What follows belongs to an exercise in optimizing a design on an open flow for small area, a short achievable clock period and few clock cycles; a production flow would make more cautious choices. RTL that was checked went through simulation tests only; none was proved equivalent to the original.

== 11-21 ==
==> flow/design.v <==
module muldiv (
    input  wire        clk,
    input  wire        rst,
    input  wire        start,
    input  wire        op,
    input  wire [31:0] a,
    input  wire [31:0] b,
    output reg         done,
    output reg         divby0,
    output wire [31:0] hi,
    output wire [31:0] lo
);
localparam IDLE = 3'd0, PREP = 3'd1, MSTEP = 3'd2, DSTEP = 3'd3, FIX1 = 3'd4, FIX2 = 3'd5;
reg  [2:0]  state;
reg  [31:0] H, L;
reg         Lx;           
reg  [32:0] Y;            
reg  [4:0]  cnt;          
reg         opr, an, bn, zq, swp;
reg         bs1, bs2, bs4, bsc, binv, bcin;
assign hi = H;
assign lo = L;
function [4:0] blen;
    input [31:0] v;
    integer i;
    begin
        blen = 5'd0;
        for (i = 0; i < 31; i = i + 1)
            if (v[i] ^ v[31]) blen = i + 1;
    end
endfunction
wire [4:0] lza = blen(a);
wire [4:0] lzb = blen(b);
wire       pa  = a[31] & ~|(~a[31:1] & a[30:0]);
wire [5:0] La  = {1'b0, lza} + {5'd0, pa};
wire [5:0] Lb  = {1'b0, lzb} | {5'd0, (lzb == 5'd0)};
wire [6:0] kd  = {1'b0, La} - {1'b0, Lb};
wire       zq_in  = kd[6];
wire       swp_in = (lza < lzb);
wire [4:0] lm     = swp_in ? lza : lzb;
wire       by0    = (b == 32'd0);
wire [35:0] Yx = {{3{Y[32]}}, Y};
wire [35:0] X  = ({36{bs1}} & Yx)
               | ({36{bs2}} & {Yx[34:0], 1'b0})
               | ({36{bs4}} & {Yx[33:0], 2'b00})
               | {34'd0, bsc, bsc};
wire [35:0] Bop = X ^ {36{binv}};
wire [35:0] Aop = {Lx, Lx, Lx, L, 2'b00};
wire [35:0] S   = Aop + Bop + {35'd0, bcin};
wire [4:0]  shamt = opr ? cnt : {~cnt[3:0], 1'b0};
wire [32:0] shin  = (opr | ~swp) ? Y : {L[31], L};
wire [32:0] shout = shin << shamt;
wire [29:0] Hsh = H[29:0];
wire [29:0] Hp1 = Hsh + 30'd1;
wire [29:0] Hm1 = Hsh - 30'd1;
wire [29:0] Hc  = (S[35:34] == 2'b01) ? Hp1 : (S[35:34] == 2'b11) ? Hm1 : Hsh;
reg  [29:0] mask;
integer mi;
always @(*) begin
    for (mi = 0; mi < 30; mi = mi + 1)
        mask[mi] = ({cnt, 1'b0} <= (6'd29 - mi));
end
wire [31:0] Hmul = {(mask & Hc) | (~mask & Hsh), S[33:32]};
function [2:0] booth;    
    input [2:0] x;
    begin
        booth[2] = x[1] ^ x[0];
        booth[1] = (x[2] & ~x[1] & ~x[0]) | (~x[2] & x[1] & x[0]);
        booth[0] = x[2] & ~(x[1] & x[0]);
    end
endfunction
wire [2:0] bprep = booth({shout[31:30], shout[29] & (cnt != 5'd0)});
wire [2:0] bstep = booth({H[29:28], H[27] & (cnt != 5'd1)});
wire nq  = an ^ bn;
wire sub = ~nq;
wire acc = ~(S[35] ^ an);
always @(posedge clk) begin
    if (rst) begin
        state  <= IDLE;
        done   <= 1'b0;
        divby0 <= 1'b0;
    end else begin
        done <= 1'b0;
        case (state)
            IDLE: if (start) begin
                divby0 <= op & by0;
                if (op & by0) begin
                    done <= 1'b1;
                end else begin
                    state <= PREP;
                end
            end
            PREP: begin
                if (!opr)      state <= MSTEP;
                else if (zq) begin
                    state <= IDLE;
                    done  <= 1'b1;
                end else       state <= DSTEP;
            end
            MSTEP: if (cnt == 5'd0) begin
                state <= IDLE;
                done  <= 1'b1;
            end
            DSTEP: if (cnt == 5'd0) state <= FIX1;
            FIX1: if (nq) state <= FIX2;
                  else begin
                      state <= IDLE;
                      done  <= 1'b1;
                  end
            FIX2: begin
                state <= IDLE;
                done  <= 1'b1;
            end
            default: state <= IDLE;
        endcase
    end
end
always @(posedge clk) begin
    {bs1, bs2, bs4, bsc, binv, bcin} <= 6'd0;
    case (state)
        IDLE: begin
            L   <= a;
            Lx  <= a[31];
            Y   <= {b[31], b};
            opr <= op;
            an  <= a[31];
            bn  <= b[31];
            zq  <= zq_in;
            swp <= swp_in;
            cnt <= op ? kd[4:0] : {1'b0, lm[4:1]};
            bsc  <= op & a[31] & ~zq_in;
            binv <= op & a[31] & ~zq_in;
        end
        PREP: begin
            if (!opr) begin
                H  <= shout[31:0];
                if (!swp) Y <= {L[31], L};
                L  <= 32'd0;
                Lx <= 1'b0;
                {bs1, bs2, binv} <= bprep;
                bcin <= bprep[0];
            end else if (zq) begin
                H  <= S[33:2];
                L  <= 32'd0;
            end else begin
                Y  <= shout;
                {Lx, L} <= S[34:2];
                H  <= {32{nq}};
                bs4  <= 1'b1;
                binv <= sub;
                bcin <= sub;
            end
        end
        MSTEP: begin
            H <= Hmul;
            L <= S[31:0];
            cnt <= cnt - 5'd1;
            {bs1, bs2, binv} <= bstep;
            bcin <= bstep[0];
        end
        DSTEP: begin
            if (acc) {Lx, L} <= S[34:2];
            H <= {H[30:0], acc ^ nq};
            Y <= {Y[32], Y[32:1]};
            cnt <= cnt - 5'd1;
            if (cnt == 5'd0) begin
                bsc  <= an;
                bcin <= an;
            end else begin
                bs4  <= 1'b1;
                binv <= sub;
                bcin <= sub;
            end
        end
        FIX1: begin
            H <= S[33:2];
            L <= H;
            bsc  <= 1'b1;
            bcin <= 1'b1;
        end
        FIX2: begin
            L <= S[33:2];
        end
        default: ;
    endcase
end
endmodule
==> flow/config.mk <==
export PLATFORM = sky130hd
export DESIGN_NAME = muldiv
export DESIGN_NICKNAME = muldiv
export VERILOG_FILES = /design/flow/design.v
export SDC_FILE = /design/flow/constraint.sdc
export NUM_CORES = 4
export LEC_CHECK = 0
export CAP_MARGIN = 20
export CORE_MARGIN = 2
export CORE_UTILIZATION = 40
export PLACE_DENSITY = 0.6
export SLEW_MARGIN = 20
==> flow/constraint.sdc <==
create_clock -name core_clock -period 5.0 [get_ports {clk}]
set_input_delay 1.0000 -clock core_clock [delete_from_list [all_inputs] [get_ports {clk}]]
set_output_delay 1.0000 -clock core_clock [all_outputs]
set_load 0.01 [all_outputs]
standard.sh (not shown) runs the stock make flow with config.mk's settings and CLKGATE_MAP_FILE= SYNTH_SCRIPT=/design/flow/synth_recipe.tcl, a recipe that flattens the netlist after the stock synthesis.
==> flow/flow/run.sh <==
#!/bin/bash
# The standard layout, with the smallest buffer on each port (the standard
# flow picks a delay cell). Each tool's own log stays under orfs/logs/.
set -euo pipefail
export BUFFER_PORTS_ARGS="-buffer_cell sky130_fd_sc_hd__buf_1"
bash standard.sh > flow.log 2>&1
Testbench counts of 11-21, summed over its fixed seeds: cycles 11,934.
### 11-21 -> 07-11
-- flow/design.v --
<<< 11-21, line 54
wire [29:0] Hp1 = Hsh + 30'd1;
wire [29:0] Hm1 = Hsh - 30'd1;
wire [29:0] Hc  = (S[35:34] == 2'b01) ? Hp1 : (S[35:34] == 2'b11) ? Hm1 : Hsh;
reg  [29:0] mask;
integer mi;
>>> 07-11, line 54
wire [29:0] Hp1 = Hsh + 30'd1;
wire [29:0] Hm1 = Hsh - 30'd1;
reg  [29:0] mask;
integer mi;
<<< 11-21, line 61
        mask[mi] = ({cnt, 1'b0} <= (6'd29 - mi));
end
wire [31:0] Hmul = {(mask & Hc) | (~mask & Hsh), S[33:32]};
function [2:0] booth;    
    input [2:0] x;
>>> 07-11, line 60
        mask[mi] = ({cnt, 1'b0} <= (6'd29 - mi));
end
wire [29:0] Hpm  = (mask & Hp1) | (~mask & Hsh);
wire [29:0] Hmm  = (mask & Hm1) | (~mask & Hsh);
wire        cpos = (state == MSTEP) & (S[35:34] == 2'b01);
wire        cneg = (state == MSTEP) & (S[35:34] == 2'b11);
reg  [31:0] Hb;                  
function [2:0] booth;    
    input [2:0] x;
<<< 11-21, line 75
wire sub = ~nq;
wire acc = ~(S[35] ^ an);
always @(posedge clk) begin
    if (rst) begin
>>> 07-11, line 78
wire sub = ~nq;
wire acc = ~(S[35] ^ an);
always @(*) begin
    case (state)
        PREP:    Hb = !opr ? shout[31:0] : zq ? S[33:2] : {32{nq}};
        MSTEP:   Hb = {Hsh, S[33:32]};
        DSTEP:   Hb = {H[30:0], acc ^ nq};
        FIX1:    Hb = S[33:2];
        default: Hb = H;
    endcase
end
always @(posedge clk) begin
    if (rst) begin
<<< 11-21, line 117
end
always @(posedge clk) begin
    {bs1, bs2, bs4, bsc, binv, bcin} <= 6'd0;
    case (state)
>>> 07-11, line 129
end
always @(posedge clk) begin
    H <= {cpos ? Hpm : cneg ? Hmm : Hb[31:2], Hb[1:0]};
    {bs1, bs2, bs4, bsc, binv, bcin} <= 6'd0;
    case (state)
<<< 11-21, line 134
        PREP: begin
            if (!opr) begin
                H  <= shout[31:0];
                if (!swp) Y <= {L[31], L};
                L  <= 32'd0;
>>> 07-11, line 147
        PREP: begin
            if (!opr) begin
                if (!swp) Y <= {L[31], L};
                L  <= 32'd0;
<<< 11-21, line 141
                bcin <= bprep[0];
            end else if (zq) begin
                H  <= S[33:2];
                L  <= 32'd0;
            end else begin
                Y  <= shout;
                {Lx, L} <= S[34:2];
                H  <= {32{nq}};
                bs4  <= 1'b1;
                binv <= sub;
>>> 07-11, line 153
                bcin <= bprep[0];
            end else if (zq) begin
                L  <= 32'd0;
            end else begin
                Y  <= shout;
                {Lx, L} <= S[34:2];
                bs4  <= 1'b1;
                binv <= sub;
<<< 11-21, line 153
        end
        MSTEP: begin
            H <= Hmul;
            L <= S[31:0];
            cnt <= cnt - 5'd1;
>>> 07-11, line 163
        end
        MSTEP: begin
            L <= S[31:0];
            cnt <= cnt - 5'd1;
<<< 11-21, line 161
        DSTEP: begin
            if (acc) {Lx, L} <= S[34:2];
            H <= {H[30:0], acc ^ nq};
            Y <= {Y[32], Y[32:1]};
            cnt <= cnt - 5'd1;
>>> 07-11, line 170
        DSTEP: begin
            if (acc) {Lx, L} <= S[34:2];
            Y <= {Y[32], Y[32:1]};
            cnt <= cnt - 5'd1;
<<< 11-21, line 174
        end
        FIX1: begin
            H <= S[33:2];
            L <= H;
            bsc  <= 1'b1;
>>> 07-11, line 182
        end
        FIX1: begin
            L <= H;
            bsc  <= 1'b1;
[summary]
Pin count of the biggest net entering global routing in 07-11 vs 11-21: up 7. 07-11: area of placed instances about 1.1% above 11-21. Area fraction in compound gates after synthesis was lower in 11-21 than in 07-11. Via count of the routed design, 07-11 and 11-21, lower one = 11-21. Of the two values seen for critical path class, flip-flop to flip-flop was produced by 07-11 and primary input to flip-flop by 11-21. Sequential share of layout area of 11-21 is on par with 07-11. For worst clock skew, 07-11 and 11-21 come out practically identical. For the share of final-layout standard cells stronger than drive strength 1, 07-11 came in 0.44 points lower than 11-21 did.
The RTL of 07-11 was laid out without a check of its function.

## port drivers added, routing unchanged
No port has a modelled driver above. Below, the same layouts with a new extraction and two added sets of constraints.
Step 1, drivers: a clkbuf_16 drives clk and a buf_2 each remaining input, both assumed.
Step 2, shift: input delay + t, output delay - t, t = (earliest + latest rising clock arrival at the registers) / 2. This alone moves slack from input paths to output paths.
Three values: ideal, step 1, step 2; two values: the first two.
run	shift t [ns]	setup WS [ns]	hold slack, ns
11-21	0.499	0.297 / 0.322 / -0.170	0.480 / 0.480 / 0.480
07-11	0.490	0.278 / 0.278 / 0.067	0.504 / 0.504 / 0.504
With both steps, setup timing fails in 11-21, where it was met with ideal ports. For 11-21, which loses most, drivers alone change the setup slack by +0.025 ns; drivers and shift together by -0.467 ns.
